This design comes from an exercise in tuning for small area on the open sky130 flow, not from production work. Where RTL was checked, it was by simulation tests only, not by an equivalence proof against the original. The RTL of run 1 was laid out without a check of its function. Power figures rest on the tool's default switching activity, not on a simulated workload.

==> flow/design.v, too long to show whole: its modules and the start of the top module <==
// module clk_div: 31 lines
// module VGA_Display: 30 lines
// module spr_ball: 513 lines
// module spr_bar_a: 258 lines
// module spr_bar_b: 266 lines
// module rom_ctl: 31 lines
// module Glitch_Reduce: 16 lines
// module debounce: 18 lines
// module score: 76 lines
// module Main_FSM: 72 lines
// module bar_ctl: 39 lines
// module ram_ctl: 63 lines
// module spr_ball_ctl: 72 lines
// module spr_bar_ctl: 52 lines
// module bg_addr: 47 lines
// module ball_fsm: 163 lines
// module top: 66 lines
module top(
input clk,
input rst,
input [15:0] MemDB,
input [4:0] clt,
output [2:0] red,
output [2:0] green,
output [1:0] blue,
output hsync,
output vsync,
output [25:0] MemAdr,
output we_L,
output oe_L,
output ce_L,
output lb_L,
output ub_L,
output RamADV_L,
output RamCLK,
output RamCRE,
output FlashCS,
output [3:0] sel,
output [7:0] data
    );
  // ...
==> flow/flow/run.sh <==
#!/bin/bash
# The standard layout (standard.sh, unchanged synthesis and steps), with
# two changes: the port buffers that global placement inserts are the
# smallest buffer cell, sky130_fd_sc_hd__buf_1, instead of the one
# buffer_ports picks by default (every port still gets its buffer), and
# clock tree synthesis uses clkbuf_8 clusters without dummy loads.
set -euo pipefail
export BUFFER_PORTS_ARGS="-buffer_cell sky130_fd_sc_hd__buf_1"
export CTS_ARGS="-sink_clustering_enable -repair_clock_nets -buf_list sky130_fd_sc_hd__clkbuf_8 -sink_clustering_size 15 -sink_clustering_max_diameter 60 -dont_use_dummy_load"
bash standard.sh > standard.log 2>&1
==> flow/standard.sh <==
#!/bin/bash
# synth_recipe.tcl (not shown) runs the flow's synth.tcl, then flattens the netlist and writes it again
# the make line also repeats each setting of config.mk as NAME=value (left out here)
make -C /OpenROAD-flow-scripts/flow DESIGN_CONFIG=/design/flow/config.mk WORK_HOME=/design/flow/orfs CLKGATE_MAP_FILE= SYNTH_SCRIPT=/design/flow/synth_recipe.tcl "${@:-finish}"
==> flow/config.mk <==
export PLATFORM = sky130hd
export DESIGN_NAME = top
export DESIGN_NICKNAME = top
export VERILOG_FILES = /design/flow/design.v
export SDC_FILE = /design/flow/constraint.sdc
export NUM_CORES = 4
export LEC_CHECK = 0
export CAP_MARGIN = 20
export CORE_MARGIN = 2
export CORE_UTILIZATION = 40
export SLEW_MARGIN = 20
export SYNTH_MEMORY_MAX_BITS = 20000
==> flow/constraint.sdc <==
create_clock -name core_clock -period 10.0 [get_ports {clk}]
set_input_delay 2.0000 -clock core_clock [delete_from_list [all_inputs] [get_ports {clk}]]
set_output_delay 2.0000 -clock core_clock [all_outputs]
set_load 0.01 [all_outputs]
==> summary.txt, run 1 <==
area of the multi-input gates 12200 um^2; Final clock-cell share 1.96%; PwrDens 145 nW/um^2; most frequent cells in the layout nand2_1, dfrtp_1, nor2_1; M1 wire length 24600 um; Max Slew Vio Count 0; post-route core utilization 43.2%; largest net degree at the start of global routing 99; synthesized netlist cell count 2240; most common cell after layout, fill and taps aside nand2_1; mapped cell area 20400 um^2; tap cells 672; R2R Path Start u_bar_ctl.bar_a_y[0]; Synth top area share 20.1%; dpl hpwl 38700 um; comb_multi_in 1688; M2 GR Usage 31.8%; CTS buffer count 31; cell accounting for the most synthesized area dfrtp_1; Setup Skew 48.4 ps; xor/xnor cell area share of the yosys netlist 4.85%; status finished clean; Area Growth Syn to Fin 6.29%; Crit Reg-Reg Endpoint u_ball_fsm.ball_y[2]; critical path's largest stage delay 580 ps; final hold vios 0; TNS Setup 0 ps; vias in the first global route 16059; Gate power share 33.0%; CTS tree yes; max reg flops 22; Net Sw Power 1.16 mW; top post-synthesis cells by area dfrtp_1, dfxtp_1, edfxtp_1, ha_1, fa_1; number of max-cap violations 0; Total Routing Usage GR 19.5%; sequential share of the synthesized area 35.6%
==> module VGA_Display, before the edit <==
module VGA_Display(
input rst,
input clk,
input clk_40ns,
input [4:0] lo,
output hsync,
output vsync,
output reg display,
output [9:0] hcount,
output reg [9:0] vcount
    );
reg [6:0] hhi;
wire [2:0] hlo = lo[4:2] + {2'b00, lo[1]};
assign hcount = {hhi, hlo};
assign hsync = (hcount >= 10'd96);
assign vsync = (vcount >= 10'd2);
always@(posedge clk or posedge rst)
	if(rst) begin
		hhi <= 0;
		vcount <= 0;
		display <= 0;
	end else if(clk_40ns) begin
		if(hcount == 10'd799) begin
			hhi <= 0;
			vcount <= (vcount == 10'd520) ? 10'd0 : vcount + 10'd1;
		end else if(hlo == 3'd7)
			hhi <= hhi + 7'd1;
		display <= (hcount >= 10'd144) && (hcount <= 10'd783) && (vcount >= 10'd31) && (vcount <= 10'd510);
	end
endmodule
==> module top, before the edit <==
module top(
input clk,
input rst,
input [15:0] MemDB,
input [4:0] clt,
output [2:0] red,
output [2:0] green,
output [1:0] blue,
output hsync,
output vsync,
output [25:0] MemAdr,
output we_L,
output oe_L,
output ce_L,
output lb_L,
output ub_L,
output RamADV_L,
output RamCLK,
output RamCRE,
output FlashCS,
output [3:0] sel,
output [7:0] data
    );
assign we_L = 1;
assign oe_L = 0;
assign ce_L = 0;
assign lb_L = 0;
assign ub_L = 0;
assign RamADV_L = 0;
assign RamCLK = 0;
assign RamCRE = 0;
assign FlashCS = 1;
wire [5:0] random;
wire scan_end, clk_40ns, clk_80ns, clk_c7;
clk_div u_clk_div(.clk(clk), .rst(rst), .random(random), .scan_end(scan_end),
	.clk_40ns(clk_40ns), .clk_80ns(clk_80ns), .clk_c7(clk_c7));
wire w_state, s_state, Ua_state, Da_state, Pause;
Glitch_Reduce u_Glitch_Reduce(.clk(clk), .rst(rst), .clt(clt), .w_state(w_state),
	.s_state(s_state), .Ua_state(Ua_state), .Da_state(Da_state), .Pause(Pause));
wire [1:0] Winner;
wire start;
wire [3:0] state;
Main_FSM u_Main_FSM(.clk(clk), .rst(rst), .w_state(w_state), .s_state(s_state),
	.Ua_state(Ua_state), .Da_state(Da_state), .Pause(Pause), .Winner(Winner),
	.start(start), .state(state));
wire tick;
rom_ctl u_rom_ctl(.clk(clk), .rst(rst), .start(start), .state(state), .tick(tick));
wire [9:0] bar_a_y, bar_b_y;
bar_ctl u_bar_ctl(.clk(clk), .w_state(w_state), .s_state(s_state),
	.Ua_state(Ua_state), .Da_state(Da_state), .ESC_state(Pause), .start(start),
	.tick(tick), .bar_a_y(bar_a_y), .bar_b_y(bar_b_y));
wire [9:0] ball_x, ball_y;
wire [1:0] win;
ball_fsm u_ball_fsm(.clk(clk), .rst(rst), .start(start), .tick(tick), .random(random),
	.bar_a_y(bar_a_y), .bar_b_y(bar_b_y), .ball_x(ball_x), .ball_y(ball_y), .win(win));
score u_score(.clk(clk), .rst(rst), .win(win), .start(start), .scan_end(scan_end),
	.sel(sel), .data(data), .Winner(Winner));
wire display;
wire [9:0] hcount, vcount;
VGA_Display u_VGA_Display(.rst(rst), .clk(clk), .clk_40ns(clk_40ns), .lo(random[4:0]), .hsync(hsync),
	.vsync(vsync), .display(display), .hcount(hcount), .vcount(vcount));
ram_ctl u_ram_ctl(.clk(clk), .rst(rst), .clk_40ns(clk_40ns), .clk_80ns(clk_80ns),
	.clk_c7(clk_c7), .display(display), .MemDB(MemDB), .hcount(hcount), .vcount(vcount),
	.ball_x(ball_x), .ball_y(ball_y), .bar_a_y(bar_a_y), .bar_b_y(bar_b_y), .state(state),
	.red(red), .green(green), .blue(blue), .MemAdr(MemAdr));
endmodule
==> run 2: changes to the inputs <==
--- a/flow/design.v
+++ b/flow/design.v
@@ -36,27 +36,23 @@
 input clk,
 input clk_40ns,
-input [4:0] lo,
 output hsync,
 output vsync,
 output reg display,
-output [9:0] hcount,
+output reg [9:0] hcount,
 output reg [9:0] vcount
     );
-reg [6:0] hhi;
-wire [2:0] hlo = lo[4:2] + {2'b00, lo[1]};
-assign hcount = {hhi, hlo};
 assign hsync = (hcount >= 10'd96);
 assign vsync = (vcount >= 10'd2);
 always@(posedge clk or posedge rst)
 	if(rst) begin
-		hhi <= 0;
+		hcount <= 0;
 		vcount <= 0;
 		display <= 0;
 	end else if(clk_40ns) begin
 		if(hcount == 10'd799) begin
-			hhi <= 0;
+			hcount <= 0;
 			vcount <= (vcount == 10'd520) ? 10'd0 : vcount + 10'd1;
-		end else if(hlo == 3'd7)
-			hhi <= hhi + 7'd1;
+		end else
+			hcount <= hcount + 10'd1;
 		display <= (hcount >= 10'd144) && (hcount <= 10'd783) && (vcount >= 10'd31) && (vcount <= 10'd510);
 	end
@@ -1815,5 +1811,5 @@
 wire display;
 wire [9:0] hcount, vcount;
-VGA_Display u_VGA_Display(.rst(rst), .clk(clk), .clk_40ns(clk_40ns), .lo(random[4:0]), .hsync(hsync),
+VGA_Display u_VGA_Display(.rst(rst), .clk(clk), .clk_40ns(clk_40ns), .hsync(hsync),
 	.vsync(vsync), .display(display), .hcount(hcount), .vcount(vcount));
 ram_ctl u_ram_ctl(.clk(clk), .rst(rst), .clk_40ns(clk_40ns), .clk_80ns(clk_80ns),
==> run 2 against run 1 <==
  * Register-to-register slack improved by 90 ps
  * Global-route usage rose by 0.30 points
  * Sequential power barely moved
  * Combinational power about the same
  * Sequential cell count is 3 higher
  * Utilization decreased by 0.27 points
  * Sequential share of layout area rose by 0.83 points
  * Final area decreased by 1.4%
  * Final cell count shrank 1.3%
  * Area after synthesis shrank 1.6%
  * Critical endpoint unchanged
  * Largest cell class unchanged
  * Largest power group unchanged
==> summary.txt, run 2 <==
placed insts 2856 (was 2890); Reg clk slew, reported paths 80 ps (was 90 ps); Tcrit/Tclk final 95.1% (was 96.0%); global-route wire length before repair 85900 um (was 85800 um); antenna violations before repair 0 (unchanged); input/output buffers 64 (unchanged); slew at the pin closest to its max-slew limit 956 ps (was 1150 ps); die height 228 um (was 230 um); achievable frequency 105 MHz (was 104 MHz); most common cell after layout, fill and taps aside nand2_1 (unchanged); nets 2408 (was 2445); Total Routing Usage GR 19.8% (was 19.5%); Area Growth Syn to Fin 6.52% (was 6.29%); worst path bufs/invs 8 (was 7); Clock Latency Late Sink 630 ps (was 620 ps); Synth top area share 20.8% (was 20.1%); Mean Syn Cell Area 9.15 um^2 (was 9.13 um^2); R2R Path Start u_bar_ctl.bar_a_y[0] (unchanged); Synth warnings 13 (unchanged); final WL 52600 um (was 52200 um); M2 GR Usage 33.3% (was 31.8%); critical path's largest stage delay 560 ps (was 580 ps); met1 GRT Util 27.9% (was 27.4%); DR pass1 iterations 5 (unchanged); max reg flops 22 (unchanged); Slowest-stage cell, CP fa_1 (was or4b_4); hold_ws 372 ps (was 366 ps); number of max-cap violations 0 (unchanged); First DRT Iteration DRCs 1200 (was 1264); cell area after layout 21400 um^2 (was 21700 um^2); busiest grt layer met2 (unchanged); Core Area 49900 um^2 (was 50300 um^2); post-synthesis cell type count 99 (was 108); r2r setup slk 490 ps (was 400 ps); total grt overflow 0 (unchanged); CP max FO 5 (was 6); Max Buffers Root-to-Sink 3 (unchanged); vias in the first global route 15969 (was 16059); largest net degree at the start of global routing 113 (was 99); CTS H-tree depth 1 (unchanged); fraction of registers with async set/reset 55.3% (was 54.8%); cell accounting for the most synthesized area dfrtp_1 (unchanged); Reg2Reg Depth 38 (was 35); PwrDens 147 nW/um^2 (was 145 nW/um^2); top post-synthesis cells by count nand2_1, dfrtp_1, inv_1, nor2_1 (was nand2_1, dfrtp_1, nor2_1, inv_1, o21ai_0); critical hold path startpoint u_Main_FSM.Enter1 (was u_score.win1[0]); DRC Markers 0 (unchanged); Crit path max-delay family adder cells (unchanged); crit path DAT 10010 ps (was 10090 ps); HP Class register to register (unchanged); biggest regs u_Main_FSM.Wait x22, u_ram_ctl.u_bg_addr.madr x21, u_clk_div.hi x12 (unchanged); Setup violations, final 0 (unchanged); post-route antenna net violation count 0 (unchanged); mapped cell area 20100 um^2 (was 20400 um^2); CTS tree yes (unchanged); Critical Path RT 10500 ps (was 10490 ps); ys flop type dfrtp_1 (unchanged); dpl hpwl 39300 um (was 38700 um); Core Rows 82 (unchanged); FF/Latch Area 7360 um^2 (was 7290 um^2); Placer Congestion 0.940 (was 0.961); area of the multi-input gates 11800 um^2 (was 12200 um^2); count of flip-flops with a built-in enable after synthesis 48 (unchanged); grt met3 use 1.88% (was 2.02%); Min-Delay Path Depth 0 (unchanged); sequential share of the synthesized area 36.6% (was 35.6%); top post-synthesis cells by area dfrtp_1, dfxtp_1, edfxtp_1, ha_1, fa_1 (unchanged); peak supply drop 0.0915 mV (was 0.0890 mV); Top reg by flops u_Main_FSM.Wait (unchanged); Routed WL per cell 18.2 um (was 17.8 um); static leakage 8.74 nW (was 8.78 nW); synthesized netlist cell count 2198 (was 2240); Final Non-Filler Cells 2888 (was 2926); RSZ-0062 raised after global routing no (was yes); #FFs+latches synth 302 (was 299); fin crit period 9510 ps (was 9600 ps); placement-stage cell area 20900 um^2 (was 21200 um^2); count leader, synth nand2_1 (unchanged); Initial Utilization 40.3% (was 40.7%); CTS buffer count 29 (was 31); startpoint types register (unchanged); Setup crit end kind register (unchanged); crit-path most repeated cell fa_1 (unchanged); filler cell count 4914 (was 4921); clock root buffer clkbuf_8 (unchanged); Worst slew margin 35.3% (was 23.2%); TNS Setup 0 ps (unchanged); most frequent cells in the layout nand2_1, dfrtp_1, inv_1 (was nand2_1, dfrtp_1, nor2_1); status finished clean (unchanged); num ports 80 (unchanged); Hold Path End u_Main_FSM.Enter2 (was u_score.win2[0]); Die X 228 um (was 230 um); Crit Path Category register to register (unchanged); die area 52100 um^2 (was 52900 um^2); Max Slew Vio Count 0 (unchanged); vias per cell 5.64 (was 5.65); CTS sink count 302 (was 299); final worst setup slack 492 ps (was 402 ps); pre-CTS setup slack 115 ps (was 161 ps); Crit Reg-Reg Endpoint u_ball_fsm.ball_y[2] (unchanged); ANT cells 0 (unchanged); Setup Skew 72.9 ps (was 48.4 ps); via count 16290 (was 16543); final hold vios 0 (unchanged); layout cells sized above 1 5.55% (was 5.72%)
[run 2: changes by cell type after synthesis, moves of 6 or more]
cell       change
a221o_1        -6
nand4_1        -6
nand2_1        -6
mux2i_1        -7
o31ai_1       -10
o2bb2ai_1      +6
inv_1         +11
a21boi_0       -7
nor4b_1        -6
a21oi_1       +11
nor2_1         -9
a21o_1         +8
and2_1         -6
o21ai_0        -7
[run 2: timing repair]
action,4_1_cts,5_1_grt
resized for setup,0,20
hold buffers,0,0
setup buffers,0,3
setup endpoints to repair,0,11
[run 2: cells by family after synthesis]
logic type,after synthesis,synth area share [%]
compound gates,530,18.0
xor+xnor,110,4.88
fa+ha+maj,168,12.5
buf+inv,272,5.46
flops,302,36.6
mux,49,2.61
other cells,2,0.0373
simple gates,765,19.9
[run 2: worst max-delay path by stage]
stage,startpoint,endpoint,slack (ps),depth (start not counted)
detailed placement,u_bar_ctl.bar_a_y[0],u_ball_fsm.ball_y[2],120,38
CTS,u_bar_ctl.bar_a_y[0],u_ball_fsm.ball_y[2],110,38
finish,u_bar_ctl.bar_a_y[0],u_ball_fsm.ball_y[2],490,38
global route,u_bar_ctl.bar_a_y[0],u_ball_fsm.ball_y[2],10,38
global placement,u_bar_ctl.bar_a_y[0],u_ball_fsm.ball_y[2],220,37
floorplan,u_bar_ctl.bar_a_y[0],u_ball_fsm.ball_y[2],500,38
[run 2: final cells by class]
class	count	area share, %
tap	672	3.93
timing repair buffer	89	2.00
multi-input combinational	1637	55.0
inverter	159	2.82
sequential	302	34.4
clock buffer	29	1.86
[run 2: per-layer routing]
metal / vias to the layer above / routed length (um)
met1: 8007 / 24700
met5: - / 0
li1: 7847 / -
met4: 0 / 888
met2: 371 / 24900
met3: 65 / 2080
[run 2: metrics by stage]
step | power [mW] | utilization, %
3_3_place_gp | 2.49 | 41.9
4_1_cts | 3.19 | 42.7
2_1_floorplan | 2.22 | -
5_1_grt | 3.38 | 43.0
6_report | 3.16 | 43.0
3_5_place_dp | 2.51 | 41.9
[run 2: power by group]
part	switching (mW)	internal (mW)
sequential	0.124	1.34
combinational	0.648	0.389
clock	0.401	0.257
==> module score, before the edit <==
module score(
input clk,
input rst,
input [1:0] win,
input start,
input scan_end,
output [3:0] sel,
output reg [7:0] data,
output [1:0] Winner
    );
reg [1:0] win1, win2;
reg [7:0] scorea, scoreb;
assign Winner = (scorea > scoreb) ? 2'd1 : ((scorea == scoreb) ? 2'd3 : 2'd2);
always@(posedge clk) begin
	win1 <= win;
	win2 <= win1;
end
always@(posedge clk or posedge rst)
	if(rst) begin
		scorea <= 0;
		scoreb <= 0;
	end else if(!start) begin
		scorea <= 0;
		scoreb <= 0;
	end else if(win2 == 2'd0 && win1 == 2'd1) begin
		if(scorea[3:0] == 4'd9) begin
			scorea[3:0] <= 4'd0;
			scorea[7:4] <= scorea[7:4] + 4'd1;
		end else
			scorea[3:0] <= scorea[3:0] + 4'd1;
	end else if(win2 == 2'd0 && win1 == 2'd2) begin
		if(scoreb[3:0] == 4'd9) begin
			scoreb[3:0] <= 4'd0;
			scoreb[7:4] <= scoreb[7:4] + 4'd1;
		end else
			scoreb[3:0] <= scoreb[3:0] + 4'd1;
	end
reg sel_on;
reg [1:0] sel_i;
assign sel = sel_on ? ~(4'b0001 << sel_i) : 4'b0000;
always@(posedge clk or posedge rst)
	if(rst) begin
		sel_on <= 0;
		sel_i <= 0;
	end else if(scan_end) begin
		sel_on <= 1;
		if(sel_on) sel_i <= sel_i + 2'd1;
	end
reg [3:0] digit;
always @* begin
	case({sel_on, sel_i})
		3'b100: digit = scoreb[3:0];
		3'b101: digit = scoreb[7:4];
		3'b110: digit = scorea[3:0];
		default: digit = scorea[7:4];
	endcase
	case(digit)
		4'h0: data = 8'b0000_0011;
		4'h1: data = 8'b1001_1111;
		4'h2: data = 8'b0010_0101;
		4'h3: data = 8'b0000_1101;
		4'h4: data = 8'b1001_1001;
		4'h5: data = 8'b0100_1001;
		4'h6: data = 8'b0100_0001;
		4'h7: data = 8'b0001_1111;
		4'h8: data = 8'b0000_0001;
		4'h9: data = 8'b0000_1001;
		4'ha: data = 8'b0001_0001;
		4'hb: data = 8'b1100_0001;
		4'hc: data = 8'b0110_0011;
		4'hd: data = 8'b1000_0101;
		4'he: data = 8'b0110_0001;
		default: data = 8'b0111_0001;
	endcase
end
endmodule
==> module Main_FSM, before the edit <==
module Main_FSM(
input clk,
input rst,
input w_state,
input s_state,
input Ua_state,
input Da_state,
input Pause,
input [1:0] Winner,
output reg start,
output reg [3:0] state
    );
reg Up1, Up2, Down1, Down2, Back1, Back2, Enter1, Enter2, Pause1, Pause2;
wire Up = Up1 & ~Up2;
wire Down = Down1 & ~Down2;
wire Back = Back1 & ~Back2;
wire Enter = Enter1 & ~Enter2;
wire PAUSE = Pause1 & ~Pause2;
always@(posedge clk or posedge rst)
	if(rst) begin
		{Up1,Up2,Down1,Down2,Back1,Back2,Enter1,Enter2,Pause1,Pause2} <= 10'd0;
	end else begin
		Up1 <= Ua_state; Up2 <= Up1;
		Down1 <= s_state; Down2 <= Down1;
		Enter1 <= Da_state; Enter2 <= Enter1;
		Back1 <= w_state; Back2 <= Back1;
		Pause1 <= Pause; Pause2 <= Pause1;
	end
reg Mark;
reg flag;
reg [21:0] Wait;
wire wait_end = flag && (Wait == 22'd1261992);	 
always@(posedge clk or posedge rst)
	if(rst) start <= 0;
	else start <= (state == 4'd3) || (state == 4'd5) || (state == 4'd6);
always@(posedge clk)
	if(Mark)
		Wait <= 0;
	else
		Wait <= {Wait[20:0], ~(Wait[21] ^ Wait[20])};
always@(posedge clk or posedge rst)
	if(rst)
		flag <= 0;
	else if(wait_end)
		flag <= 0;
	else if(Mark)
		flag <= 1;
always@(posedge clk or posedge rst)
	if(rst) begin
		state <= 4'd0;
		Mark <= 0;
	end else
		case(state)
			4'd0: if(Up) state <= 4'd2; else if(Down) state <= 4'd1; else if(Enter) state <= 4'd3;
			4'd1: if(Up) state <= 4'd0; else if(Down) state <= 4'd2; else if(Enter) state <= 4'd4;
			4'd2: if(Up) state <= 4'd1; else if(Down) state <= 4'd0; else if(Enter) state <= 4'd7;
			4'd3: if(PAUSE) state <= 4'd5;
			4'd4: if(Enter || Back) state <= 4'd1;
			4'd5: if(PAUSE || Enter || Back) state <= 4'd3; else if(Up || Down) state <= 4'd6;
			4'd6:
				if(PAUSE || Back) state <= 4'd3;
				else if(Up || Down) state <= 4'd5;
				else if(Enter && Winner == 2'd1) begin state <= 4'd8; Mark <= 1; end
				else if(Enter && Winner == 2'd2) begin state <= 4'd9; Mark <= 1; end
				else if(Enter && Winner == 2'd3) begin state <= 4'd10; Mark <= 1; end
			4'd7: ;
			4'd8, 4'd9, 4'd10:
				if(Mark) Mark <= 0;
				else if(!flag) state <= 4'd0;
			default: state <= 4'd0;
		endcase
endmodule
==> run 3: changes to the inputs <==
--- a/flow/design.v
+++ b/flow/design.v
@@ -1163,152 +1163,758 @@
 endmodule
 `timescale 1ns / 1ps
-module score(
-input clk,
-input rst,
-input [1:0] win,
-input start,
-input scan_end,
-output [3:0] sel,
-output reg [7:0] data,
-output [1:0] Winner
-    );
-reg [1:0] win1, win2;
-reg [7:0] scorea, scoreb;
-assign Winner = (scorea > scoreb) ? 2'd1 : ((scorea == scoreb) ? 2'd3 : 2'd2);
-always@(posedge clk) begin
-	win1 <= win;
-	win2 <= win1;
-end
-always@(posedge clk or posedge rst)
-	if(rst) begin
-		scorea <= 0;
-		scoreb <= 0;
-	end else if(!start) begin
-		scorea <= 0;
-		scoreb <= 0;
-	end else if(win2 == 2'd0 && win1 == 2'd1) begin
-		if(scorea[3:0] == 4'd9) begin
-			scorea[3:0] <= 4'd0;
-			scorea[7:4] <= scorea[7:4] + 4'd1;
-		end else
-			scorea[3:0] <= scorea[3:0] + 4'd1;
-	end else if(win2 == 2'd0 && win1 == 2'd2) begin
-		if(scoreb[3:0] == 4'd9) begin
-			scoreb[3:0] <= 4'd0;
-			scoreb[7:4] <= scoreb[7:4] + 4'd1;
-		end else
-			scoreb[3:0] <= scoreb[3:0] + 4'd1;
-	end
-reg sel_on;
-reg [1:0] sel_i;
-assign sel = sel_on ? ~(4'b0001 << sel_i) : 4'b0000;
-always@(posedge clk or posedge rst)
-	if(rst) begin
-		sel_on <= 0;
-		sel_i <= 0;
-	end else if(scan_end) begin
-		sel_on <= 1;
-		if(sel_on) sel_i <= sel_i + 2'd1;
-	end
-reg [3:0] digit;
-always @* begin
-	case({sel_on, sel_i})
-		3'b100: digit = scoreb[3:0];
-		3'b101: digit = scoreb[7:4];
-		3'b110: digit = scorea[3:0];
-		default: digit = scorea[7:4];
-	endcase
-	case(digit)
-		4'h0: data = 8'b0000_0011;
-		4'h1: data = 8'b1001_1111;
-		4'h2: data = 8'b0010_0101;
-		4'h3: data = 8'b0000_1101;
-		4'h4: data = 8'b1001_1001;
-		4'h5: data = 8'b0100_1001;
-		4'h6: data = 8'b0100_0001;
-		4'h7: data = 8'b0001_1111;
-		4'h8: data = 8'b0000_0001;
-		4'h9: data = 8'b0000_1001;
-		4'ha: data = 8'b0001_0001;
-		4'hb: data = 8'b1100_0001;
-		4'hc: data = 8'b0110_0011;
-		4'hd: data = 8'b1000_0101;
-		4'he: data = 8'b0110_0001;
-		default: data = 8'b0111_0001;
-	endcase
-end
+module score(clk, rst, win, start, scan_end, sel, data, Winner);
+  input clk;
+  wire clk;
+  input rst;
+  wire rst;
+  input [1:0] win;
+  wire [1:0] win;
+  input start;
+  wire start;
+  input scan_end;
+  wire scan_end;
+  output [3:0] sel;
+  wire [3:0] sel;
+  output [7:0] data;
+  wire [7:0] data;
+  output [1:0] Winner;
+  wire [1:0] Winner;
+  wire [7:0] _000_;
+  wire [7:0] _001_;
+  wire _002_;
+  wire _003_;
+  wire _004_;
+  wire _005_;
+  wire _006_;
+  wire _007_;
+  wire _008_;
+  wire _009_;
+  wire _010_;
+  wire _011_;
+  wire _012_;
+  wire _013_;
+  wire _014_;
+  wire _015_;
+  wire _016_;
+  wire _017_;
+  wire _018_;
+  wire _019_;
+  wire _020_;
+  wire _021_;
+  wire _022_;
+  wire _023_;
+  wire _024_;
+  wire _025_;
+  wire _026_;
+  wire _027_;
+  wire _028_;
+  wire _029_;
+  wire _030_;
+  wire _031_;
+  wire _032_;
+  wire _033_;
+  wire _034_;
+  wire _035_;
+  wire _036_;
+  wire _037_;
+  wire _038_;
+  wire _039_;
+  wire _040_;
+  wire _041_;
+  wire _042_;
+  wire _043_;
+  wire _044_;
+  wire _045_;
+  wire _046_;
+  wire _047_;
+  wire _048_;
+  wire _049_;
+  wire _050_;
+  wire _051_;
+  wire _052_;
+  wire _053_;
+  wire _054_;
+  wire _055_;
+  wire _056_;
+  wire _057_;
+  wire _058_;
+  wire _059_;
+  wire _060_;
+  wire _061_;
+  wire _062_;
+  wire _063_;
+  wire _064_;
+  wire _065_;
+  wire _066_;
+  wire _067_;
+  wire _068_;
+  wire _069_;
+  wire _070_;
+  wire _071_;
+  wire _072_;
+  wire _073_;
+  wire _074_;
+  wire _075_;
+  wire _076_;
+  wire _077_;
+  wire _078_;
+  wire _079_;
+  wire _080_;
+  wire _081_;
+  wire _082_;
+  wire _083_;
+  wire _084_;
+  wire _085_;
+  wire _086_;
+  wire _087_;
+  wire _088_;
+  wire _089_;
+  wire _090_;
+  wire _091_;
+  wire _092_;
+  wire _093_;
+  wire _094_;
+  wire _095_;
+  wire _096_;
+  wire _097_;
+  wire _098_;
+  wire _099_;
+  wire _100_;
+  wire _101_;
+  wire _102_;
+  wire _103_;
+  wire _104_;
+  wire _105_;
+  wire _106_;
+  wire _107_;
+  wire _108_;
+  wire _109_;
+  wire _110_;
+  wire _111_;
+  wire _112_;
+  wire _113_;
+  wire _114_;
+  wire _115_;
+  wire _116_;
+  wire _117_;
+  wire _118_;
+  wire _119_;
+  wire _120_;
+  wire _121_;
+  wire _122_;
+  wire _123_;
+  wire _124_;
+  wire _125_;
+  wire _126_;
+  wire _127_;
+  wire _128_;
+  wire _129_;
+  wire _130_;
+  wire _131_;
+  wire _132_;
+  wire _133_;
+  wire _134_;
+  wire _135_;
+  wire _136_;
+  wire _137_;
+  wire _138_;
+  wire _139_;
+  wire _140_;
+  wire _141_;
+  wire _142_;
+  wire _143_;
+  wire _144_;
+  wire _145_;
+  wire _146_;
+  wire [1:0] _147_;
+  wire [1:0] _148_;
+  reg [7:0] scorea;
+  reg [7:0] scoreb;
+  reg [1:0] sel_i;
+  reg sel_on;
+  reg [1:0] win1;
+  reg [1:0] win2;
+  assign _113_ = 4'h8 >> scorea[5:4];
+  assign _114_ = 4'h1 >> { _113_, scorea[6] };
+  assign _115_ = 4'h8 >> { _113_, scorea[6] };
+  assign _116_ = 4'h2 >> { _115_, start };
+  assign _000_[6] = 4'h4 >> { _116_, _114_ };
+  assign _117_ = 4'h1 >> scorea[5:4];
+  assign _118_ = 4'h2 >> { _113_, start };
+  assign _000_[5] = 4'h4 >> { _118_, _117_ };
+  assign _000_[4] = 4'h4 >> { start, scorea[4] };
+  assign _119_ = 4'h1 >> sel_i;
+  assign _120_ = 4'h8 >> { _119_, sel_on };
+  assign _121_ = 4'h8 >> { _120_, scoreb[1] };
+  assign _122_ = 4'h8 >> sel_i;
+  assign sel[3] = 4'h2 >> { _122_, sel_on };
+  assign _123_ = 4'h2 >> { sel[3], scorea[5] };
+  assign _124_ = 4'h8 >> { scorea[1], sel_i[1] };
+  assign _125_ = 4'h8 >> { scoreb[5], sel_i[0] };
+  assign _126_ = 4'h1 >> { _125_, _124_ };
+  assign _127_ = 4'h2 >> { _126_, sel[3] };
+  assign _128_ = 4'h1 >> { _127_, _123_ };
+  assign _129_ = 4'h4 >> { _128_, _121_ };
+  assign _130_ = 4'h4 >> { _120_, scoreb[3] };
+  assign _131_ = 4'h1 >> { sel[3], scorea[7] };
+  assign _132_ = 4'h2 >> { scorea[3], sel_i[1] };
+  assign _133_ = 4'h2 >> { scoreb[7], sel_i[0] };
+  assign _134_ = 4'h1 >> { _133_, _132_ };
+  assign _135_ = 4'h2 >> { _134_, sel[3] };
+  assign _136_ = 4'h1 >> { _135_, _131_ };
+  assign _137_ = 4'h4 >> { _136_, _130_ };
+  assign _138_ = 4'h2 >> { _137_, _129_ };
+  assign _139_ = 4'h2 >> { sel[3], scorea[6] };
+  assign _140_ = 4'h8 >> { _120_, scoreb[2] };
+  assign _141_ = 4'h8 >> { scorea[2], sel_i[1] };
+  assign _142_ = 4'h8 >> { scoreb[6], sel_i[0] };
+  assign _143_ = 4'h1 >> { _142_, _141_ };
+  assign _144_ = 4'h2 >> { _143_, sel[3] };
+  assign _145_ = 4'h1 >> { _144_, _140_ };
+  assign _146_ = 4'h4 >> { _145_, _139_ };
+  assign _007_ = 4'h1 >> { _146_, _138_ };
+  assign _008_ = 4'h2 >> { sel[3], scorea[4] };
+  assign _009_ = 4'h8 >> { _120_, scoreb[0] };
+  assign _010_ = 4'h8 >> { scorea[0], sel_i[1] };
+  assign _011_ = 4'h8 >> { scoreb[4], sel_i[0] };
+  assign _012_ = 4'h1 >> { _011_, _010_ };
+  assign _013_ = 4'h2 >> { _012_, sel[3] };
+  assign _014_ = 4'h1 >> { _013_, _009_ };
+  assign _015_ = 4'h4 >> { _014_, _008_ };
+  assign _016_ = 4'h4 >> { _015_, _007_ };
+  assign _017_ = 4'h2 >> { _146_, _138_ };
+  assign _018_ = 4'h4 >> { _137_, _129_ };
+  assign _019_ = 4'h1 >> { _018_, _015_ };
+  assign _020_ = 4'h4 >> { _019_, _017_ };
+  assign data[6] = 4'h1 >> { _020_, _016_ };
+  assign _021_ = 4'h2 >> { _146_, _137_ };
+  assign _022_ = 4'h2 >> { _018_, _146_ };
+  assign _023_ = 4'h4 >> { _022_, _129_ };
+  assign _024_ = 4'h1 >> { _023_, _021_ };
+  assign data[5] = 4'h1 >> { _024_, _019_ };
+  assign _025_ = 4'h8 >> { _015_, _129_ };
+  assign _026_ = 4'h2 >> { _021_, _019_ };
+  assign _027_ = 4'h1 >> { _026_, _025_ };
+  assign _028_ = 4'h2 >> { _027_, _007_ };
+  assign _029_ = 4'h8 >> { _146_, _138_ };
+  assign data[1] = 4'he >> { _029_, _028_ };
+  assign _030_ = 4'h1 >> { data[1], data[5] };
+  assign _031_ = 4'h1 >> { _030_, _015_ };
+  assign _032_ = 4'h2 >> { _022_, _016_ };
+  assign data[4] = 4'he >> { _032_, _031_ };
+  assign data[3] = 4'he >> { _026_, _017_ };
+  assign _033_ = 4'h2 >> { _031_, _024_ };
+  assign data[2] = 4'h1 >> { _033_, data[6] };
+  assign _034_ = 4'h8 >> scorea[1:0];
+  assign _035_ = 4'h8 >> { _034_, scorea[2] };
+  assign _036_ = 4'h1 >> { _034_, scorea[2] };
+  assign _037_ = 4'h1 >> { _036_, _035_ };
+  assign _000_[2] = 4'h8 >> { _037_, start };
+  assign _038_ = 4'h8 >> { scorea[3], scorea[0] };
+  assign _039_ = 4'h4 >> { _038_, _037_ };
+  assign _040_ = 4'h2 >> { _039_, scorea[0] };
+  assign _041_ = 4'h1 >> { _040_, scorea[1] };
+  assign _042_ = 4'h2 >> { _041_, start };
+  assign _000_[1] = 4'h4 >> { _042_, _034_ };
+  assign _000_[0] = 4'h2 >> { scorea[0], start };
+  assign _043_ = 4'h8 >> scoreb[1:0];
+  assign _044_ = 4'h8 >> { _043_, scoreb[2] };
+  assign _045_ = 4'h1 >> { _043_, scoreb[2] };
+  assign _046_ = 4'h1 >> { _045_, _044_ };
+  assign _001_[2] = 4'h8 >> { _046_, start };
+  assign _047_ = 4'h8 >> { scoreb[3], scoreb[0] };
+  assign _048_ = 4'h8 >> { _047_, _045_ };
+  assign _049_ = 4'h2 >> { _048_, start };
+  assign _050_ = 4'h1 >> scoreb[1:0];
+  assign _051_ = 4'h1 >> { _050_, _043_ };
+  assign _001_[1] = 4'h8 >> { _051_, _049_ };
+  assign _001_[0] = 4'h2 >> { scoreb[0], start };
+  assign _052_ = 4'h8 >> scoreb[5:4];
+  assign _053_ = 4'h1 >> { _052_, scoreb[6] };
+  assign _054_ = 4'h8 >> { _052_, scoreb[6] };
+  assign _055_ = 4'h2 >> { _054_, start };
+  assign _001_[6] = 4'h4 >> { _055_, _053_ };
+  assign _056_ = 4'h1 >> scoreb[5:4];
+  assign _057_ = 4'h2 >> { _052_, start };
+  assign _001_[5] = 4'h4 >> { _057_, _056_ };
+  assign _001_[4] = 4'h2 >> { scoreb[4], start };
+  assign _148_[1] = 4'h1 >> { _122_, _119_ };
+  assign _058_ = 4'h4 >> sel_i;
+  assign sel[2] = 4'h2 >> { _058_, sel_on };
+  assign _059_ = 4'h2 >> sel_i;
+  assign sel[1] = 4'h2 >> { _059_, sel_on };
+  assign sel[0] = 4'h2 >> { _119_, sel_on };
+  assign _060_ = 4'h2 >> { scoreb[1], scorea[1] };
+  assign _061_ = 4'h2 >> { scoreb[7], scorea[7] };
+  assign _062_ = 4'h4 >> { scorea[6], scoreb[6] };
+  assign _063_ = 4'h1 >> { _062_, _061_ };
+  assign _064_ = 4'h2 >> { scoreb[4], scorea[4] };
+  assign _065_ = 4'h2 >> { scoreb[5], scorea[5] };
+  assign _066_ = 4'h1 >> { _065_, _064_ };
+  assign _067_ = 4'h8 >> { _066_, _063_ };
+  assign _068_ = 4'h2 >> { scoreb[2], scorea[2] };
+  assign _069_ = 4'h2 >> { scoreb[3], scorea[3] };
+  assign _070_ = 4'h1 >> { _069_, _068_ };
+  assign _071_ = 4'h8 >> { _070_, _067_ };
+  assign _072_ = 4'h4 >> { _071_, _060_ };
+  assign _073_ = 4'h2 >> { scoreb[0], scorea[0] };
+  assign _074_ = 4'h2 >> { _073_, _072_ };
+  assign _075_ = 4'h4 >> { scoreb[1], scorea[1] };
+  assign _076_ = 4'h4 >> { scoreb[2], scorea[2] };
+  assign _077_ = 4'h1 >> { _076_, _075_ };
+  assign _078_ = 4'h2 >> { _077_, _071_ };
+  assign _079_ = 4'h4 >> { scoreb[4], scorea[4] };
+  assign _080_ = 4'h4 >> { scoreb[3], scorea[3] };
+  assign _081_ = 4'h1 >> { _080_, _079_ };
+  assign _082_ = 4'h2 >> { _081_, _067_ };
+  assign _083_ = 4'h4 >> { scoreb[7], scorea[7] };
+  assign _084_ = 4'h4 >> { scoreb[5], scorea[5] };
+  assign _085_ = 4'h2 >> { scorea[6], scoreb[6] };
+  assign _086_ = 4'h1 >> { _085_, _084_ };
+  assign _087_ = 4'h2 >> { _086_, _063_ };
+  assign _088_ = 4'h1 >> { _087_, _083_ };
+  assign _089_ = 4'h4 >> { _088_, _082_ };
+  assign _090_ = 4'h4 >> { _089_, _078_ };
+  assign Winner[1] = 4'hb >> { _090_, _074_ };
+  assign _091_ = 4'h4 >> { scoreb[0], scorea[0] };
+  assign _092_ = 4'h8 >> { _091_, _072_ };
+  assign Winner[0] = 4'h2 >> { _092_, _090_ };
+  assign _093_ = 4'h2 >> { _017_, _015_ };
+  assign _094_ = 4'h1 >> { _031_, _026_ };
+  assign _095_ = 4'h1 >> { _094_, _029_ };
+  assign data[7] = 4'h1 >> { _095_, _093_ };
+  assign _096_ = 4'h8 >> { _115_, scorea[7] };
+  assign _097_ = 4'h1 >> { _115_, scorea[7] };
+  assign _098_ = 4'h2 >> { _097_, start };
+  assign _000_[7] = 4'h4 >> { _098_, _096_ };
+  assign _099_ = 4'h1 >> { _035_, scorea[3] };
+  assign _100_ = 4'h2 >> { _099_, start };
+  assign _000_[3] = 4'h4 >> { _100_, _039_ };
+  assign _101_ = 4'h1 >> { win2[0], win2[1] };
+  assign _102_ = 4'h4 >> { win1[0], win1[1] };
+  assign _103_ = 4'h8 >> { _102_, _101_ };
+  assign _002_ = 4'hd >> { _103_, start };
+  assign _104_ = 4'h4 >> { _047_, _046_ };
+  assign _105_ = 4'h1 >> { _044_, scoreb[3] };
+  assign _106_ = 4'h2 >> { _105_, start };
+  assign _001_[3] = 4'h4 >> { _106_, _104_ };
+  assign _107_ = 4'h4 >> { _002_, _000_[0] };
+  assign _003_ = 4'h4 >> { _107_, _042_ };
+  assign _108_ = 4'h8 >> { _054_, scoreb[7] };
+  assign _109_ = 4'h1 >> { _054_, scoreb[7] };
+  assign _110_ = 4'h2 >> { _109_, start };
+  assign _001_[7] = 4'h4 >> { _110_, _108_ };
+  assign _111_ = 4'h2 >> { win1[0], win1[1] };
+  assign _112_ = 4'h8 >> { _111_, _101_ };
+  assign _004_ = 4'hd >> { _112_, start };
+  assign _005_ = 4'h4 >> { _004_, _049_ };
+  assign _006_ = 4'h8 >> { scan_end, sel_on };
+  assign _147_[0] = 2'h1 >> sel_i[0];
+  always @(posedge clk, posedge rst)
+    if (rst) sel_i[0] <= 1'h0;
+    else if (_006_) sel_i[0] <= _147_[0];
+  always @(posedge clk, posedge rst)
+    if (rst) sel_i[1] <= 1'h0;
+    else if (_006_) sel_i[1] <= _148_[1];
+  always @(posedge clk, posedge rst)
+    if (rst) scoreb[4] <= 1'h0;
+    else if (_005_) scoreb[4] <= _001_[4];
+  always @(posedge clk, posedge rst)
+    if (rst) scoreb[5] <= 1'h0;
+    else if (_005_) scoreb[5] <= _001_[5];
+  always @(posedge clk, posedge rst)
+    if (rst) scoreb[6] <= 1'h0;
+    else if (_005_) scoreb[6] <= _001_[6];
+  always @(posedge clk, posedge rst)
+    if (rst) scoreb[7] <= 1'h0;
+    else if (_005_) scoreb[7] <= _001_[7];
+  always @(posedge clk, posedge rst)
+    if (rst) scoreb[0] <= 1'h0;
+    else if (_004_) scoreb[0] <= _001_[0];
+  always @(posedge clk, posedge rst)
+    if (rst) scoreb[1] <= 1'h0;
+    else if (_004_) scoreb[1] <= _001_[1];
+  always @(posedge clk, posedge rst)
+    if (rst) scoreb[2] <= 1'h0;
+    else if (_004_) scoreb[2] <= _001_[2];
+  always @(posedge clk, posedge rst)
+    if (rst) scoreb[3] <= 1'h0;
+    else if (_004_) scoreb[3] <= _001_[3];
+  always @(posedge clk, posedge rst)
+    if (rst) sel_on <= 1'h0;
+    else if (scan_end) sel_on <= 1'h1;
+  always @(posedge clk, posedge rst)
+    if (rst) scorea[4] <= 1'h0;
+    else if (_003_) scorea[4] <= _000_[4];
+  always @(posedge clk, posedge rst)
+    if (rst) scorea[5] <= 1'h0;
+    else if (_003_) scorea[5] <= _000_[5];
+  always @(posedge clk, posedge rst)
+    if (rst) scorea[6] <= 1'h0;
+    else if (_003_) scorea[6] <= _000_[6];
+  always @(posedge clk, posedge rst)
+    if (rst) scorea[7] <= 1'h0;
+    else if (_003_) scorea[7] <= _000_[7];
+  always @(posedge clk, posedge rst)
+    if (rst) scorea[0] <= 1'h0;
+    else if (_002_) scorea[0] <= _000_[0];
+  always @(posedge clk, posedge rst)
+    if (rst) scorea[1] <= 1'h0;
+    else if (_002_) scorea[1] <= _000_[1];
+  always @(posedge clk, posedge rst)
+    if (rst) scorea[2] <= 1'h0;
+    else if (_002_) scorea[2] <= _000_[2];
+  always @(posedge clk, posedge rst)
+    if (rst) scorea[3] <= 1'h0;
+    else if (_002_) scorea[3] <= _000_[3];
+  always @(posedge clk)
+    win1[0] <= win[0];
+  always @(posedge clk)
+    win1[1] <= win[1];
+  always @(posedge clk)
+    win2[0] <= win1[0];
+  always @(posedge clk)
+    win2[1] <= win1[1];
+  assign _148_[0] = _147_[0];
+  assign _147_[1] = sel_i[1];
+  assign data[0] = 1'h1;
 endmodule
 `timescale 1ns / 1ps
-module Main_FSM(
-input clk,
-input rst,
-input w_state,
-input s_state,
-input Ua_state,
-input Da_state,
-input Pause,
-input [1:0] Winner,
-output reg start,
-output reg [3:0] state
-    );
-reg Up1, Up2, Down1, Down2, Back1, Back2, Enter1, Enter2, Pause1, Pause2;
-wire Up = Up1 & ~Up2;
-wire Down = Down1 & ~Down2;
-wire Back = Back1 & ~Back2;
-wire Enter = Enter1 & ~Enter2;
-wire PAUSE = Pause1 & ~Pause2;
-always@(posedge clk or posedge rst)
-	if(rst) begin
-		{Up1,Up2,Down1,Down2,Back1,Back2,Enter1,Enter2,Pause1,Pause2} <= 10'd0;
-	end else begin
-		Up1 <= Ua_state; Up2 <= Up1;
-		Down1 <= s_state; Down2 <= Down1;
-		Enter1 <= Da_state; Enter2 <= Enter1;
-		Back1 <= w_state; Back2 <= Back1;
-		Pause1 <= Pause; Pause2 <= Pause1;
-	end
-reg Mark;
-reg flag;
-reg [21:0] Wait;
-wire wait_end = flag && (Wait == 22'd1261992);	 
-always@(posedge clk or posedge rst)
-	if(rst) start <= 0;
-	else start <= (state == 4'd3) || (state == 4'd5) || (state == 4'd6);
-always@(posedge clk)
-	if(Mark)
-		Wait <= 0;
-	else
-		Wait <= {Wait[20:0], ~(Wait[21] ^ Wait[20])};
-always@(posedge clk or posedge rst)
-	if(rst)
-		flag <= 0;
-	else if(wait_end)
-		flag <= 0;
-	else if(Mark)
-		flag <= 1;
-always@(posedge clk or posedge rst)
-	if(rst) begin
-		state <= 4'd0;
-		Mark <= 0;
-	end else
-		case(state)
-			4'd0: if(Up) state <= 4'd2; else if(Down) state <= 4'd1; else if(Enter) state <= 4'd3;
-			4'd1: if(Up) state <= 4'd0; else if(Down) state <= 4'd2; else if(Enter) state <= 4'd4;
-			4'd2: if(Up) state <= 4'd1; else if(Down) state <= 4'd0; else if(Enter) state <= 4'd7;
-			4'd3: if(PAUSE) state <= 4'd5;
-			4'd4: if(Enter || Back) state <= 4'd1;
-			4'd5: if(PAUSE || Enter || Back) state <= 4'd3; else if(Up || Down) state <= 4'd6;
-			4'd6:
-				if(PAUSE || Back) state <= 4'd3;
-				else if(Up || Down) state <= 4'd5;
-				else if(Enter && Winner == 2'd1) begin state <= 4'd8; Mark <= 1; end
-				else if(Enter && Winner == 2'd2) begin state <= 4'd9; Mark <= 1; end
-				else if(Enter && Winner == 2'd3) begin state <= 4'd10; Mark <= 1; end
-			4'd7: ;
-			4'd8, 4'd9, 4'd10:
-				if(Mark) Mark <= 0;
-				else if(!flag) state <= 4'd0;
-			default: state <= 4'd0;
-		endcase
+module Main_FSM(clk, rst, w_state, s_state, Ua_state, Da_state, Pause, Winner, start, state);
+  input clk;
+  wire clk;
+  input rst;
+  wire rst;
+  input w_state;
+  wire w_state;
+  input s_state;
+  wire s_state;
+  input Ua_state;
+  wire Ua_state;
+  input Da_state;
+  wire Da_state;
+  input Pause;
+  wire Pause;
+  input [1:0] Winner;
+  wire [1:0] Winner;
+  output start;
+  reg start;
+  output [3:0] state;
+  reg [3:0] state;
+  wire _000_;
+  wire _001_;
+  wire _002_;
+  wire _003_;
+  wire _004_;
+  wire _005_;
+  wire _006_;
+  wire _007_;
+  wire _008_;
+  wire _009_;
+  wire _010_;
+  wire _011_;
+  wire _012_;
+  wire _013_;
+  wire _014_;
+  wire _015_;
+  wire _016_;
+  wire _017_;
+  wire _018_;
+  wire _019_;
+  wire _020_;
+  wire _021_;
+  wire _022_;
+  wire _023_;
+  wire _024_;
+  wire _025_;
+  wire _026_;
+  wire _027_;
+  wire _028_;
+  wire _029_;
+  wire _030_;
+  wire _031_;
+  wire _032_;
+  wire _033_;
+  wire _034_;
+  wire _035_;
+  wire _036_;
+  wire _037_;
+  wire _038_;
+  wire _039_;
+  wire _040_;
+  wire _041_;
+  wire _042_;
+  wire _043_;
+  wire _044_;
+  wire _045_;
+  wire _046_;
+  wire _047_;
+  wire _048_;
+  wire _049_;
+  wire _050_;
+  wire _051_;
+  wire _052_;
+  wire _053_;
+  wire _054_;
+  wire _055_;
+  wire _056_;
+  wire _057_;
+  wire _058_;
+  wire _059_;
+  wire _060_;
+  wire _061_;
+  wire _062_;
+  wire _063_;
+  wire _064_;
+  wire _065_;
+  wire _066_;
+  wire _067_;
+  wire _068_;
+  wire _069_;
+  wire _070_;
+  wire _071_;
+  wire _072_;
+  wire _073_;
+  wire _074_;
+  wire _075_;
+  wire _076_;
+  wire _077_;
+  wire _078_;
+  wire _079_;
+  wire _080_;
+  wire _081_;
+  wire _082_;
+  wire _083_;
+  wire _084_;
+  wire _085_;
+  wire _086_;
+  wire _087_;
+  wire _088_;
+  wire _089_;
+  wire [3:0] _090_;
+  reg Back1;
+  reg Back2;
+  reg Down1;
+  reg Down2;
+  reg Enter1;
+  reg Enter2;
+  reg Mark;
+  reg Pause1;
+  reg Pause2;
+  reg Up1;
+  reg Up2;
+  reg [21:0] Wait;
+  reg flag;
+  assign _046_ = 4'h2 >> { Back2, Back1 };
+  assign _047_ = 4'h2 >> { Pause2, Pause1 };
+  assign _048_ = 4'h1 >> { _047_, _046_ };
+  assign _049_ = 4'h8 >> { state[0], state[1] };
+  assign _050_ = 4'h1 >> { _049_, state[2] };
+  assign _051_ = 4'h1 >> { state[0], state[1] };
+  assign _052_ = 4'h1 >> { _051_, state[3] };
+  assign _053_ = 4'h8 >> { _049_, state[2] };
+  assign _054_ = 4'h2 >> { _053_, _052_ };
+  assign _002_ = 4'h4 >> { _054_, _050_ };
+  assign _055_ = 4'h8 >> { _002_, _048_ };
+  assign _056_ = 4'h2 >> { Down2, Down1 };
+  assign _057_ = 4'h4 >> { Up1, Up2 };
+  assign _058_ = 4'h1 >> { _057_, _056_ };
+  assign _059_ = 4'h4 >> { _058_, state[0] };
+  assign _090_[3] = 4'h8 >> { _059_, _055_ };
+  assign _060_ = 4'h1 >> { _057_, state[0] };
+  assign _061_ = 4'h1 >> { _060_, state[2] };
+  assign _062_ = 4'h1 >> { _058_, _049_ };
+  assign _063_ = 4'h4 >> { _052_, state[2] };
+  assign _064_ = 4'h4 >> { _063_, _062_ };
+  assign _065_ = 4'h2 >> { Enter2, Enter1 };
+  assign _066_ = 4'h8 >> { _065_, state[0] };
+  assign _067_ = 4'h1 >> { _066_, _059_ };
+  assign _068_ = 4'h8 >> { _067_, _055_ };
+  assign _090_[2] = 4'he >> { _068_, _064_ };
+  assign _069_ = 4'h1 >> { _090_[2], _061_ };
+  assign _070_ = 4'h2 >> { _048_, state[2] };
+  assign _071_ = 4'h2 >> { _070_, state[1] };
+  assign _072_ = 4'h8 >> { _065_, state[2] };
+  assign _073_ = 4'h1 >> Winner;
+  assign _074_ = 4'h8 >> Winner;
+  assign _075_ = 4'h1 >> { _074_, _073_ };
+  assign _076_ = 4'h8 >> { _075_, _072_ };
+  assign _077_ = 4'h8 >> { _076_, Winner[1] };
+  assign _078_ = 4'h2 >> { _077_, _071_ };
+  assign _079_ = 4'h1 >> { _078_, _049_ };
+  assign _080_ = 4'h2 >> { _079_, _069_ };
+  assign _081_ = 4'h1 >> { _069_, state[1] };
+  assign _082_ = 4'h1 >> { _081_, state[3] };
+  assign _090_[0] = 4'h4 >> { _082_, _080_ };
+  assign _083_ = 4'h2 >> { _057_, _056_ };
+  assign _084_ = 4'h1 >> { _083_, state[2] };
+  assign _085_ = 4'h1 >> { _084_, state[1] };
+  assign _086_ = 4'h2 >> { _085_, state[0] };
+  assign _087_ = 4'h2 >> { _076_, _058_ };
+  assign _088_ = 4'h2 >> { _087_, _071_ };
+  assign _089_ = 4'h2 >> { _084_, _051_ };
+  assign _007_ = 4'h1 >> { _089_, state[3] };
+  assign _008_ = 4'h4 >> { _007_, _088_ };
+  assign _090_[1] = 4'h4 >> { _008_, _086_ };
+  assign _000_ = 4'h7 >> { _050_, state[3] };
+  assign _009_ = 4'h8 >> { _073_, _090_[3] };
+  assign _010_ = 4'h1 >> { _050_, _048_ };
+  assign _011_ = 4'h2 >> { _010_, _058_ };
+  assign _012_ = 4'h2 >> { _046_, state[2] };
+  assign _013_ = 4'h8 >> { _012_, _051_ };
+  assign _014_ = 4'h1 >> { _013_, _011_ };
+  assign _015_ = 4'h1 >> { _014_, _065_ };
+  assign _016_ = 4'h4 >> { _047_, state[2] };
+  assign _017_ = 4'h2 >> { _016_, _049_ };
+  assign _018_ = 4'h1 >> { _017_, _015_ };
+  assign _019_ = 4'h1 >> { _018_, state[3] };
+  assign _020_ = 4'h1 >> { _019_, _009_ };
+  assign _021_ = 4'h8 >> { _020_, _090_[3] };
+  assign _005_ = 4'hd >> { _021_, _000_ };
+  assign _022_ = 4'h4 >> Wait[3:2];
+  assign _023_ = 4'h4 >> Wait[5:4];
+  assign _024_ = 4'h8 >> { _023_, _022_ };
+  assign _025_ = 4'h4 >> { Wait[20], Wait[21] };
+  assign _026_ = 4'h1 >> { Wait[0], Wait[1] };
+  assign _027_ = 4'h8 >> { _026_, _025_ };
+  assign _028_ = 4'h8 >> { _027_, _024_ };
+  assign _029_ = 4'h1 >> { Wait[10], Wait[11] };
+  assign _030_ = 4'h1 >> { Wait[12], Wait[13] };
+  assign _031_ = 4'h8 >> { _030_, _029_ };
+  assign _032_ = 4'h4 >> Wait[7:6];
+  assign _033_ = 4'h4 >> { Wait[8], Wait[9] };
+  assign _034_ = 4'h8 >> { _033_, _032_ };
+  assign _035_ = 4'h8 >> { _034_, _031_ };
+  assign _036_ = 4'h1 >> { Wait[18], Wait[19] };
+  assign _037_ = 4'h8 >> { _036_, flag };
+  assign _038_ = 4'h4 >> { Wait[14], Wait[15] };
+  assign _039_ = 4'h8 >> Wait[17:16];
+  assign _040_ = 4'h8 >> { _039_, _038_ };
+  assign _041_ = 4'h8 >> { _040_, _037_ };
+  assign _042_ = 4'h8 >> { _041_, _035_ };
+  assign _001_ = 4'h7 >> { _042_, _028_ };
+  assign _003_ = 4'hb >> { _001_, Mark };
+  assign _043_ = 4'h1 >> { Mark, flag };
+  assign _044_ = 4'h1 >> { _043_, _000_ };
+  assign _004_ = 4'h2 >> { _044_, _020_ };
+  assign _045_ = 4'h2 >> { Wait[20], Wait[21] };
+  assign _006_ = 4'h1 >> { _045_, _025_ };
+  always @(posedge clk, posedge rst)
+    if (rst) Mark <= 1'h0;
+    else if (_005_) Mark <= _000_;
+  always @(posedge clk, posedge rst)
+    if (rst) state[0] <= 1'h0;
+    else if (_004_) state[0] <= _090_[0];
+  always @(posedge clk, posedge rst)
+    if (rst) state[1] <= 1'h0;
+    else if (_004_) state[1] <= _090_[1];
+  always @(posedge clk, posedge rst)
+    if (rst) state[2] <= 1'h0;
+    else if (_004_) state[2] <= _090_[2];
+  always @(posedge clk, posedge rst)
+    if (rst) state[3] <= 1'h0;
+    else if (_004_) state[3] <= _090_[3];
+  always @(posedge clk, posedge rst)
+    if (rst) flag <= 1'h0;
+    else if (_003_) flag <= _001_;
+  always @(posedge clk)
+    if (Mark) Wait[0] <= 1'h0;
+    else Wait[0] <= _006_;
+  always @(posedge clk)
+    if (Mark) Wait[1] <= 1'h0;
+    else Wait[1] <= Wait[0];
+  always @(posedge clk)
+    if (Mark) Wait[2] <= 1'h0;
+    else Wait[2] <= Wait[1];
+  always @(posedge clk)
+    if (Mark) Wait[3] <= 1'h0;
+    else Wait[3] <= Wait[2];
+  always @(posedge clk)
+    if (Mark) Wait[4] <= 1'h0;
+    else Wait[4] <= Wait[3];
+  always @(posedge clk)
+    if (Mark) Wait[5] <= 1'h0;
+    else Wait[5] <= Wait[4];
+  always @(posedge clk)
+    if (Mark) Wait[6] <= 1'h0;
+    else Wait[6] <= Wait[5];
+  always @(posedge clk)
+    if (Mark) Wait[7] <= 1'h0;
+    else Wait[7] <= Wait[6];
+  always @(posedge clk)
+    if (Mark) Wait[8] <= 1'h0;
+    else Wait[8] <= Wait[7];
+  always @(posedge clk)
+    if (Mark) Wait[9] <= 1'h0;
+    else Wait[9] <= Wait[8];
+  always @(posedge clk)
+    if (Mark) Wait[10] <= 1'h0;
+    else Wait[10] <= Wait[9];
+  always @(posedge clk)
+    if (Mark) Wait[11] <= 1'h0;
+    else Wait[11] <= Wait[10];
+  always @(posedge clk)
+    if (Mark) Wait[12] <= 1'h0;
+    else Wait[12] <= Wait[11];
+  always @(posedge clk)
+    if (Mark) Wait[13] <= 1'h0;
+    else Wait[13] <= Wait[12];
+  always @(posedge clk)
+    if (Mark) Wait[14] <= 1'h0;
+    else Wait[14] <= Wait[13];
+  always @(posedge clk)
+    if (Mark) Wait[15] <= 1'h0;
+    else Wait[15] <= Wait[14];
+  always @(posedge clk)
+    if (Mark) Wait[16] <= 1'h0;
+    else Wait[16] <= Wait[15];
+  always @(posedge clk)
+    if (Mark) Wait[17] <= 1'h0;
+    else Wait[17] <= Wait[16];
+  always @(posedge clk)
+    if (Mark) Wait[18] <= 1'h0;
+    else Wait[18] <= Wait[17];
+  always @(posedge clk)
+    if (Mark) Wait[19] <= 1'h0;
+    else Wait[19] <= Wait[18];
+  always @(posedge clk)
+    if (Mark) Wait[20] <= 1'h0;
+    else Wait[20] <= Wait[19];
+  always @(posedge clk)
+    if (Mark) Wait[21] <= 1'h0;
+    else Wait[21] <= Wait[20];
+  always @(posedge clk, posedge rst)
+    if (rst) start <= 1'h0;
+    else start <= _002_;
+  always @(posedge clk, posedge rst)
+    if (rst) Up1 <= 1'h0;
+    else Up1 <= Ua_state;
+  always @(posedge clk, posedge rst)
+    if (rst) Up2 <= 1'h0;
+    else Up2 <= Up1;
+  always @(posedge clk, posedge rst)
+    if (rst) Down1 <= 1'h0;
+    else Down1 <= s_state;
+  always @(posedge clk, posedge rst)
+    if (rst) Down2 <= 1'h0;
+    else Down2 <= Down1;
+  always @(posedge clk, posedge rst)
+    if (rst) Back1 <= 1'h0;
+    else Back1 <= w_state;
+  always @(posedge clk, posedge rst)
+    if (rst) Back2 <= 1'h0;
+    else Back2 <= Back1;
+  always @(posedge clk, posedge rst)
+    if (rst) Enter1 <= 1'h0;
+    else Enter1 <= Da_state;
+  always @(posedge clk, posedge rst)
+    if (rst) Enter2 <= 1'h0;
+    else Enter2 <= Enter1;
+  always @(posedge clk, posedge rst)
+    if (rst) Pause1 <= 1'h0;
+    else Pause1 <= Pause;
+  always @(posedge clk, posedge rst)
+    if (rst) Pause2 <= 1'h0;
+    else Pause2 <= Pause1;
 endmodule
 `timescale 1ns / 1ps
==> run 3 against run 2 <==
  * Fmax decreased by 0.54%
  * Combinational power is 18% lower
  * Sequential cell count is the same
  * Routed wire length shrank 3.3%
  * Global-route usage shrank 0.077 points
  * Clock-buffer cell count up 1
  * Clock power up 2%
  * First-iteration DRC count is 2.8% higher
  * Die area decreased by 0.48%
  * Critical endpoint is now u_ball_fsm.ball_y[4]
==> summary.txt, run 3 <==
status finished clean (unchanged); most common cell after layout, fill and taps aside nand2_1 (unchanged); CTS buffer count 30 (was 29); layout cells sized above 1 5.22% (was 5.55%); Clock Latency Late Sink 640 ps (was 630 ps); DRC Markers 0 (unchanged); top post-synthesis cells by area dfrtp_1, dfxtp_1, edfxtp_1, ha_1, fa_1 (unchanged); cell accounting for the most synthesized area dfrtp_1 (unchanged); static leakage 8.86 nW (was 8.74 nW); CP max FO 8 (was 5); hold_ws 373 ps (was 372 ps); largest net degree at the start of global routing 102 (was 113); Tcrit/Tclk final 95.6% (was 95.1%); #FFs+latches synth 302 (unchanged); top post-synthesis cells by count nand2_1, dfrtp_1, nor2_1, inv_1, ha_1 (was nand2_1, dfrtp_1, inv_1, nor2_1); peak supply drop 0.0977 mV (was 0.0915 mV); Slowest-stage cell, CP or4_1 (was fa_1); Core Rows 81 (was 82); placement-stage cell area 20800 um^2 (was 20900 um^2); vias per cell 5.66 (was 5.64); fin crit period 9560 ps (was 9510 ps); global-route wire length before repair 83200 um (was 85900 um); Die X 228 um (about the same); total grt overflow 0 (unchanged); Crit Path Category register to register (unchanged); Total Routing Usage GR 19.8% (about the same); post-route antenna net violation count 0 (unchanged); Final Non-Filler Cells 2868 (was 2888); most frequent cells in the layout nand2_1, dfrtp_1, nor2_1 (was nand2_1, dfrtp_1, inv_1); biggest regs u_Main_FSM.Wait x22, u_ram_ctl.u_bg_addr.madr x21, u_clk_div.hi x12 (unchanged); Area Growth Syn to Fin 6.20% (was 6.52%); post-synthesis cell type count 97 (was 99); Max Slew Vio Count 0 (unchanged); ys flop type dfrtp_1 (unchanged); max reg flops 22 (unchanged); count leader, synth nand2_1 (unchanged); mapped cell area 20000 um^2 (was 20100 um^2); Top reg by flops u_Main_FSM.Wait (unchanged); Core Area 49200 um^2 (was 49900 um^2); ANT cells 0 (unchanged); vias in the first global route 15518 (was 15969); Mean Syn Cell Area 9.15 um^2 (about the same); CTS H-tree depth 1 (unchanged); Placer Congestion 0.945 (was 0.940); CTS tree yes (unchanged); Critical Path RT 10550 ps (was 10500 ps); fraction of registers with async set/reset 55.3% (unchanged); CTS sink count 302 (unchanged); PwrDens 138 nW/um^2 (was 147 nW/um^2); First DRT Iteration DRCs 1234 (was 1200); Setup violations, final 0 (unchanged); nets 2380 (was 2408); DR pass1 iterations 5 (unchanged); post-route core utilization 43.2% (was 43.0%); clock root buffer clkbuf_8 (unchanged); filler cell count 4841 (was 4914); final hold vios 0 (unchanged); startpoint types register (unchanged); number of max-cap violations 0 (unchanged); HP Class register to register (unchanged); antenna violations before repair 0 (unchanged); final WL 50800 um (was 52600 um); placed insts 2837 (was 2856); synthesized netlist cell count 2188 (was 2198); count of flip-flops with a built-in enable after synthesis 48 (unchanged); final worst setup slack 440 ps (was 492 ps); pre-CTS setup slack 190 ps (was 115 ps); Pwr Total 2.94 mW (was 3.16 mW); Routed WL per cell 17.7 um (was 18.2 um); Synth top area share 20.9% (was 20.8%); Setup Skew 47.8 ps (was 72.9 ps); Setup crit end kind register (unchanged); slew at the pin closest to its max-slew limit 1080 ps (was 956 ps); num ports 80 (unchanged); Initial Utilization 40.7% (was 40.3%); critical path's largest stage delay 530 ps (was 560 ps); Synth warnings 13 (unchanged); cell area after layout 21300 um^2 (was 21400 um^2); achievable frequency 105 MHz (about the same); Reg clk slew, reported paths 100 ps (was 80 ps); die area 51800 um^2 (was 52100 um^2); via count 16242 (was 16290); input/output buffers 64 (unchanged); sequential share of the synthesized area 36.8% (was 36.6%); TNS Setup 0 ps (unchanged); Worst slew margin 27.9% (was 35.3%); dpl hpwl 37800 um (was 39300 um); crit path DAT 10110 ps (was 10010 ps); RSZ-0062 raised after global routing no (unchanged); crit-path most repeated cell fa_1 (unchanged); Max Buffers Root-to-Sink 3 (unchanged); die height 228 um (about the same)
## run 3: cell types whose count changed in the layout (fill, tap and decap cells not counted), sizes merged, moves of 6 or more
cell | previous run | this run
a21oi | 101 | 92
nor4b | 12 | 18
nor2 | 142 | 165
ha | 112 | 96
a31o | 4 | 12
nor3 | 41 | 32
o31ai | 19 | 10
nand4 | 33 | 25
nand2b | 31 | 38
o211ai | 22 | 9
and2 | 45 | 56
o21ai | 113 | 92
## run 3: area by class of cell
cell class	count	area, um^2	share of cell area, %
clock buffer	30	413	1.94
inverter	155	587	2.76
multi-input combinational	1632	11700	54.9
sequential	302	7360	34.6
tap	664	831	3.91
timing repair buffer	85	398	1.87
## run 3: cell families (layout without fill, tap and decap cells)
| family | after synthesis | after routing | share of synthesized area, % |
|---|---|---|---|
| DFF | 302 | 302 | 36.8 |
| AOI/OAI and AO/OA | 488 | 488 | 16.9 |
| adders and majority gates | 151 | 151 | 11.5 |
| buffers and inverters | 267 | 270 | 5.35 |
| muxes | 57 | 57 | 3.05 |
| and+or+nand+nor | 801 | 801 | 20.9 |
| xor gates and xnor gates | 120 | 120 | 5.41 |
| other | 2 | 15 | 0.0375 |
## run 3: routing by layer
| metal | global-route usage (%) | wire, um | part of all wire, % | up-vias |
|---|---|---|---|---|
| met1 | 27.7 | 23200 | 46 | 7911 |
| met4 | 5.92 | 1530 | 3.0 | 0 |
| met5 | 0 | 0 | 0 | - |
| li1 | - | - | - | 7778 |
| met3 | 2.29 | 2460 | 4.8 | 103 |
| met2 | 32.2 | 23600 | 46 | 450 |
## run 3: critical path, delay by kind of cell, from the launching register on
| family | cells | cell delay [ps] |
|---|---|---|
| fa+ha+maj | 17 | 5650 |
| simple gates | 9 | 1470 |
| xor+xnor | 1 | 460 |
| mux | 2 | 470 |
| buf+inv | 9 | 810 |
| flops | 1 | 360 |
| compound gates | 1 | 270 |
## run 3: repair_timing
item / 4_1_cts / 5_1_grt
resized for setup: 0 / 6
endpoints found under the setup margin: 0 / 10
setup buffers: 0 / 1
hold buffers: 0 / 0
## run 3: where the power goes
| part | switching, mW | internal [mW] |
|---|---|---|
| combinational | 0.535 | 0.317 |
| sequential | 0.113 | 1.30 |
| clock | 0.408 | 0.265 |
## run 3: worst paths after layout
kind                       cells after the start                           end            startpoint  slack [ps]
setup reg to reg                              39          u_ball_fsm.ball_y[4]  u_bar_ctl.bar_a_y[0]         440
max in group asynchronous                      3              u_Main_FSM.start                   rst        6910
hold / removal                                 0               u_score.win2[1]       u_score.win1[1]         370
hold reg to reg                                0               u_score.win2[1]       u_score.win1[1]         370
min in group asynchronous                      2  u_Glitch_Reduce.u_db4.cnt[8]                   rst        1550
setup / recovery                              39          u_ball_fsm.ball_y[4]  u_bar_ctl.bar_a_y[0]         440

## afterwards: timing with drivers on the ports
No port has a modelled driver above. Below, the same layouts with a new extraction and two added sets of constraints.
Step 1 sets driving cells, clkbuf_16 on the clock port and buf_2 on the other inputs (assumed; they add their load-dependent delay and slew).
Step 2 also shifts input and output timing later by t, the mid clock arrival at the registers, as if the neighbouring blocks saw the same clock.
Slacks: no drivers / after step 1 / after step 2; pairs: no drivers / after step 1.
| run | t (ns) | slack for setup (ns) | worst hold slack (ns) | latest minus earliest clock arrival (ns) | worst register clock-pin slew, ns |
|---|---|---|---|---|---|
| run 1 | 0.648 | 0.402 / 0.402 / 0.402 | 0.366 / 0.366 / 0.366 | 0.056 / 0.056 | 0.10 / 0.10 |
| run 2 | 0.647 | 0.492 / 0.492 / 0.492 | 0.372 / 0.372 / 0.372 | 0.073 / 0.073 | 0.10 / 0.10 |
| run 3 | 0.670 | 0.440 / 0.440 / 0.440 | 0.373 / 0.373 / 0.373 | 0.051 / 0.051 | 0.10 / 0.10 |
After both steps setup and hold are still met in every run listed.
